From an optimization exercise on the open Yosys and OpenROAD flow, aimed at small area and a short achievable clock period; shortcuts taken in it are not production practice. Only the layout flow was run in this run; the RTL was not checked for function there. Power is estimated from default activity; no workload was simulated.

[flow/run.sh]
#!/bin/bash
# synth_recipe.tcl (not shown) runs the flow's synth.tcl, then flattens the netlist and writes it again
# the make line also repeats each setting of config.mk as NAME=value (left out here)
make -C /OpenROAD-flow-scripts/flow DESIGN_CONFIG=/design/flow/config.mk WORK_HOME=/design/flow/orfs CLKGATE_MAP_FILE= SYNTH_SCRIPT=/design/flow/synth_recipe.tcl finish
[flow/config.mk]
export PLATFORM = sky130hd
export DESIGN_NAME = top_level
export DESIGN_NICKNAME = top_level
export VERILOG_FILES = /design/flow/design.v
export SDC_FILE = /design/flow/constraint.sdc
export NUM_CORES = 4
export LEC_CHECK = 0
export ABC_AREA = 1
export CAP_MARGIN = 20
export CORE_MARGIN = 2
export CORE_UTILIZATION = 40
export SLEW_MARGIN = 20
[flow/constraint.sdc]
create_clock -name core_clock -period 6.0 [get_ports {clk_i}]
set_input_delay 1.2000 -clock core_clock [delete_from_list [all_inputs] [get_ports {clk_i}]]
set_output_delay 1.2000 -clock core_clock [all_outputs]
set_load 0.01 [all_outputs]
[flow/design.v]
module top_level (
  input         clk_i,
  input         addsub_i,
  input  [31:0] data_a_i,
                data_b_i,
  output [31:0] result_o
);
  logic [31:0] a_q, b_q;
  always_ff @(posedge clk_i) begin
    a_q <= data_a_i;
    b_q <= {data_b_i[31] ^ addsub_i, data_b_i[30:0]};
  end
  logic [7:0]  ea, eb;
  logic [22:0] fa, fb;
  logic [7:0]  d_ab, d_ba, d_mag;
  logic        e_lt, e_eq, f_lt, swm;
  logic [4:0]  sh_d;
  assign ea = a_q[30:23];
  assign eb = b_q[30:23];
  assign fa = a_q[22:0];
  assign fb = b_q[22:0];
  assign e_lt  = ea < eb;
  assign e_eq  = ea == eb;
  assign f_lt  = fa < fb;
  assign swm   = e_eq & f_lt;
  assign d_ab  = ea - eb;
  assign d_ba  = eb - ea;
  assign d_mag = e_lt ? d_ba : d_ab;
  assign sh_d  = (d_mag > 8'd24) ? 5'd25 : d_mag[4:0];
  logic        hs_q2, es_q2, swm_q2;
  logic [7:0]  he_q2;
  logic [22:0] xf_q2, yf_q2;
  logic [4:0]  sh_q2;
  always_ff @(posedge clk_i) begin
    hs_q2  <= (e_lt | swm) ? b_q[31] : a_q[31];
    es_q2  <= a_q[31] ^ b_q[31];
    swm_q2 <= swm;
    he_q2  <= e_lt ? eb : ea;
    xf_q2  <= e_lt ? fb : fa;
    yf_q2  <= e_lt ? fa : fb;
    sh_q2  <= sh_d;
  end
  logic [23:0] ly;
  logic [26:0] lv0, al;
  logic [22:0] smask;
  logic        sticky;
  logic [22:0] hf_d3;
  assign ly = {1'b1, yf_q2};
  assign lv0 = sh_q2[0] ? {1'b0, ly, 2'b00}
                        : (swm_q2 ? {1'b1, xf_q2, 3'b000} : {ly, 3'b000});
  assign al  = lv0 >> {sh_q2[4:1], 1'b0};
  always_comb begin
    for (int j = 0; j < 23; j++)
      smask[j] = ({27'd0, sh_q2} >= j + 3) && !(j == 0 && sh_q2 == 5'd25);
  end
  assign sticky = |(ly[22:0] & smask);
  assign hf_d3 = swm_q2 ? yf_q2 : xf_q2;
  logic        hs_q3, es_q3;
  logic [7:0]  he_q3;
  logic [22:0] hf_q3;
  logic [26:0] lo_q3;
  always_ff @(posedge clk_i) begin
    hs_q3 <= hs_q2;
    es_q3 <= es_q2;
    he_q3 <= he_q2;
    hf_q3 <= hf_d3;
    lo_q3 <= {al[26:1], sticky};
  end
  logic [26:0] opa;
  logic [27:0] sum;
  logic [26:0] t, z, f;
  logic [4:0]  lz;
  logic        fz;
  logic [2:0]  inc;
  assign opa = {1'b1, hf_q3, 3'b000};
  assign sum = es_q3 ? {1'b0, opa} - {1'b0, lo_q3} : {1'b0, opa} + {1'b0, lo_q3};
  assign t = opa ^ lo_q3;
  assign z = ~opa & lo_q3;
  assign f = t & ~{z[25:0], 1'b0};
  always_comb begin
    lz = 5'd0;
    for (int i = 2; i < 26; i++)
      if (f[i]) lz = 5'(25 - i);
  end
  assign fz = ~|f[25:2];
  assign inc[0] = sum[3] & (|sum[2:0] | sum[4]);
  assign inc[1] = sum[2] & (|sum[1:0] | sum[3]);
  assign inc[2] = sum[1] & (sum[0] | sum[2]);
  logic        hs_q4, c_q4, fz_q4;
  logic [7:0]  he_q4;
  logic [26:2] s_q4;
  logic [4:0]  lz_q4;
  logic [2:0]  inc_q4;
  always_ff @(posedge clk_i) begin
    hs_q4  <= hs_q3;
    he_q4  <= he_q3;
    c_q4   <= sum[27];
    s_q4   <= sum[26:2];
    lz_q4  <= lz;
    fz_q4  <= fz;
    inc_q4 <= inc;
  end
  logic [22:0] ff;
  logic [7:0]  fe;
  logic        finc, far;
  logic [30:0] fres;
  always_comb begin
    if (c_q4) begin
      ff = s_q4[26:4]; fe = he_q4 + 8'd1; finc = inc_q4[0];
    end else if (s_q4[26]) begin
      ff = s_q4[25:3]; fe = he_q4;        finc = inc_q4[1];
    end else begin
      ff = s_q4[24:2]; fe = he_q4 - 8'd1; finc = inc_q4[2];
    end
  end
  assign far  = c_q4 | s_q4[26] | s_q4[25];
  assign fres = {fe, ff} + {30'd0, finc};
  logic [27:0] nt, ny;
  logic [22:0] nf;
  logic [7:0]  ne;
  assign nt = {1'b0, s_q4[24:2], 4'b0000};
  assign ny = nt << lz_q4;
  assign nf = ny[27] ? ny[26:4] : ny[25:3];
  assign ne = ny[27] ? he_q4 - 8'd1 - {3'd0, lz_q4}
                     : he_q4 - 8'd2 - {3'd0, lz_q4};
  logic [30:0] res;
  always_comb begin
    if (far)        res = fres;
    else if (fz_q4) res = {he_q4 + 8'd1, 23'd0};
    else            res = {ne, nf};
  end
  logic [31:0] res_q;
  always_ff @(posedge clk_i) res_q <= {hs_q4, res};
  assign result_o = res_q;
endmodule
==> metrics.md <==
| Metric | Value |
|---|---|
| Outcome | `timing/DRC/antenna clean` |
| Layout cell share with drive strength beyond 1 | `4.65%` |
| Final hold vios | `0` |
| Final Cycle Share | `59.7%` |
| Syn-to-layout area delta | `14.0%` |
| Via count | `14383` |
| Post-DP Area | `around 0.017 mm^2` |
| Drt via density | `5.14` |
| Gr ovfl total | `0` |
| CP Class | `reg -> reg` |
| RSZ-0062 raised after global routing | `no` |
| Vias in the first global route | `between 10000 and 15000` |
| Core area | `0.0388 mm^2` |
| Drt first pass iters | `5` |
| # DRC | `0` |
| Worst Tran Pin Value | `roughly 1000 ps` |
| Synthesized area | `0.0158 mm^2` |
| I/O Pins | `98` |
| Nets | `2455` |
| RePlAce Congestion | `0.950` |
| Finish-stage setup viols | `0` |
| Commonest non-fill, non-tap cell in the layout | `nand2_1` |
| HPWL after DPL | `~36 mm` |
| Largest stage delay on the critical path | `1010 ps` |
| Cell variety after synth | `67` |
| Syn Nets | `2422` |
| Ys async rst share | `0%` |
| Clock-pin slew on the worst setup and hold paths | `~60 ps` |
| R2R Setup Slk | `approximately 2400 ps` |
| Routed WL | `~45 mm` |
| RR Endpoint | `res_q[24]$_DFF_P_` |
| Wire per inst | `16.1 um` |
| CP required | `6490 ps` |
| Synth Warn # | `1` |
| GRT Overall Usage | `21.4%` |
| Clock buffer depth | `3` |
| Most frequent cells in the layout | `nand2_1, inv_1, dfxtp_1, o21ai_0, nor2_1` |
| Hold-fix buffers, CTS | `0` |
| CP max stage cell | `dfxtp_1` |
| Final worst setup slack | `2420 ps` |
| CP arrival | `around 4000 ps` |
| Cell Chain, Critical Path | `inv_2, nand2_4, inv_1, nand2_1, o221ai_1, ha_1, ha_1, nand4_2, inv_2, nand3b_4, nor2_4, nand2_1, xnor2_1, nand2_1, o211ai_1` |
| Delay-heaviest family, CP | `flip-flops` |
| Final Skew | `between 15 and 20 ps` |
| CP endpoint | `res_q[24]$_DFF_P_` |
| Fmax | `279 MHz` |
| Fin area | `0.0180 mm^2` |
| Die W | `just over 200 um` |
| CP Depth | `15` |
| DP Worst Slack | `2500 ps` |
| EDFF count, synth | `0` |
| Port buffer count | `97` |
| FF-to-FF path depth | `15` |
| Peak VDD IR | `0.254 mV` |
| Sequential area share after synthesis | `33.2%` |
| Inserted Diodes | `0` |
| Total chip power | `0.00705 W` |
| Max-Cap Viols | `0` |
| Clk latency of the worst-skew pair | `570 ps` |
| Worst rel slew slack | `30.2%` |
| Initial DRC count | `885` |
| Antenna viol nets, final | `0` |
| Initial antenna violation count | `0` |
| Global-route wire length before repair | `70.8 mm` |
| Starting Density | `40.7%` |
| Avg Inst Size Synth | `7.10 um^2` |
| TritonCTS buffer count | `29` |
| Critical Path Start | `c_q4$_DFF_P_` |
| Row count | `72` |
| R2r startpoint | `c_q4$_DFF_P_` |
| Clock sink total | `roughly 260` |
| TNS Setup | `0 ps` |
| Final number of max-transition violations | `0` |
| Bufs and invs on worst path | `3` |
| Pwr Density | `392 mW/mm^2` |
| CTS tree | `built` |
| Crit path capture type | `flip-flop` |
| Flop and latch count out of synthesis | `262` |
| Startpoint type of the worst setup path | `flip-flop` |
| H-tree level count | `1` |
| Largest net degree at the start of global routing | `119` |
| Critical path fanouts, max | `27` |
| Hold Slack | `321 ps` |
| Min Clock Period, post-route | `3580 ps` |
| Hold Path Class | `reg -> reg` |
| Leak Pwr | `about 8.4 nW` |
| Cells after synthesis | `around 2200` |
| Cts repair resizes | `0` |
| Die height | `203 um` |
| DIE AREA | `0.0411 mm^2` |
| Most frequent CP cell | `nand2_1` |
| Prevailing post-synth register cell | `dfxtp_1` |
| Root buf cell | `clkbuf_16` |
| Setup bufs post-CTS | `0` |
[how the worst min path moves through the flow]
stage,startpoint,endpoint,slack (ps),cells after the start
2_1_floorplan,es_q2$_DFF_P_,es_q3$_DFF_P_,310,0
3_3_place_gp,he_q2[3]$_DFF_P_,he_q3[3]$_DFF_P_,310,0
3_5_place_dp,he_q2[0]$_DFF_P_,he_q3[0]$_DFF_P_,310,0
4_1_cts,he_q3[1]$_DFF_P_,he_q4[1]$_DFF_P_,320,0
5_1_grt,hs_q4$_DFF_P_,res_q[31]$_DFF_P_,330,0
6_report,hs_q4$_DFF_P_,res_q[31]$_DFF_P_,320,0
[registers in the layout, summed over array words and instances, names as in the netlist, 8 cells and up]
signal  count
a_q        32
b_q        32
res_q      32
lo_q3      27
s_q4       25
hf_q3      23
xf_q2      23
yf_q2      23
he_q2       8
he_q3       8
he_q4       8
[stage by stage]
step	util [%]	std cells
2_1_floorplan	-	2225
3_3_place_gp	43.9	2745
3_5_place_dp	43.9	2745
4_1_cts	46.4	2798
5_1_grt	46.4	2798
6_report	46.4	2798
[layout make-up]
cell class              count  area, um^2
well taps                 518         648
fillers                  3950       20800
repair buffers            107        1050
multi-input cells        1561        8980
inverters                 297        1110
clock inverters            15         133
clock buffers              38         840
flip-flops and latches    262        5250
[cell families (layout without fill, tap and decap cells)]
| kind of cell | count (synthesis) | count (layout) | share of synthesized area (%) |
|---|---|---|---|
| adders and majority gates | 131 | 131 | 10.6 |
| xor gates and xnor gates | 71 | 71 | 3.99 |
| buffers and inverters | 402 | 457 | 9.93 |
| AOI/OAI and AO/OA | 555 | 555 | 20.6 |
| and+or+nand+nor | 790 | 790 | 20.8 |
| muxes | 14 | 14 | 0.903 |
| DFF | 262 | 262 | 33.2 |
[report_power, final]
group          leakage [nW]  total (W)  internal, W  switching [W]
logic                  5.75    0.00294      0.00106        0.00187
clock network         0.473    0.00177      0.00103       0.000736
registers              2.20    0.00235      0.00209       0.000254
[metal layers]
metal	vias up	track usage, %	share of wire, %
met3	91	2.78	5.4
met5	-	0	0
li1	7358	-	-
met1	6572	29.3	46
met2	362	34.5	45
met4	0	7.92	3.3
[Yosys cell counts, types with 4 or more instances]
| library cell | n | area (um^2) |
|---|---|---|
| inv_2 | 6 | 22.5 |
| nor2_1 | 180 | 676 |
| buf_2 | 16 | 80.1 |
| a21boi_0 | 5 | 37.5 |
| nand2_1 | 483 | 1810 |
| o22ai_1 | 19 | 119 |
| fa_1 | 5 | 100 |
| nand3_1 | 63 | 315 |
| dfxtp_1 | 262 | 5250 |
| o31ai_1 | 10 | 75.1 |
| a21oi_1 | 151 | 756 |
| ha_1 | 126 | 1580 |
| clkbuf_1 | 75 | 282 |
| xnor2_1 | 12 | 105 |
| inv_1 | 288 | 1080 |
| buf_1 | 7 | 26.3 |
| nor3_1 | 19 | 95.1 |
| o21ai_1 | 13 | 65.1 |
| nor2_4 | 4 | 45.0 |
| a32o_1 | 11 | 110 |
| a31oi_1 | 13 | 81.3 |
| o21bai_1 | 8 | 60.1 |
| a22oi_1 | 11 | 82.6 |
| o221ai_1 | 15 | 131 |
| o21ai_0 | 248 | 1240 |
| o221ai_2 | 4 | 60.1 |
| buf_6 | 4 | 45.0 |
| mux2i_1 | 12 | 120 |
| o211ai_1 | 16 | 120 |
| or2_2 | 8 | 50.1 |
| nand4_1 | 11 | 68.8 |
| xor2_1 | 58 | 508 |
| a211oi_1 | 5 | 37.5 |

port drivers added, routing unchanged:
The flow's constraints put no driver on any port. The routed layout listed below was extracted and timed again, unchanged, in two steps. Step 1 sets driving cells, clkbuf_16 on the clock port and buf_2 on the other inputs (assumed; they add their load-dependent delay and slew). Step 2 times the ports against the registers' clock, not the clock port: input delays grow and output delays shrink by t, the midpoint of the rising clock arrivals with the driver on. Slacks: no drivers / after step 1 / after step 2; pairs: no drivers / after step 1.
t, ns: 0.619
setup WS [ns]: 2.416 / 2.416 / 2.416
hold WS [ns]: 0.321 / 0.321 / 0.321
pins driven straight from the clock port: 1
After both steps setup and hold are still met in this run. The setup slack of this run moves by 0.000 ns with the drivers and by 0.000 ns with both steps.
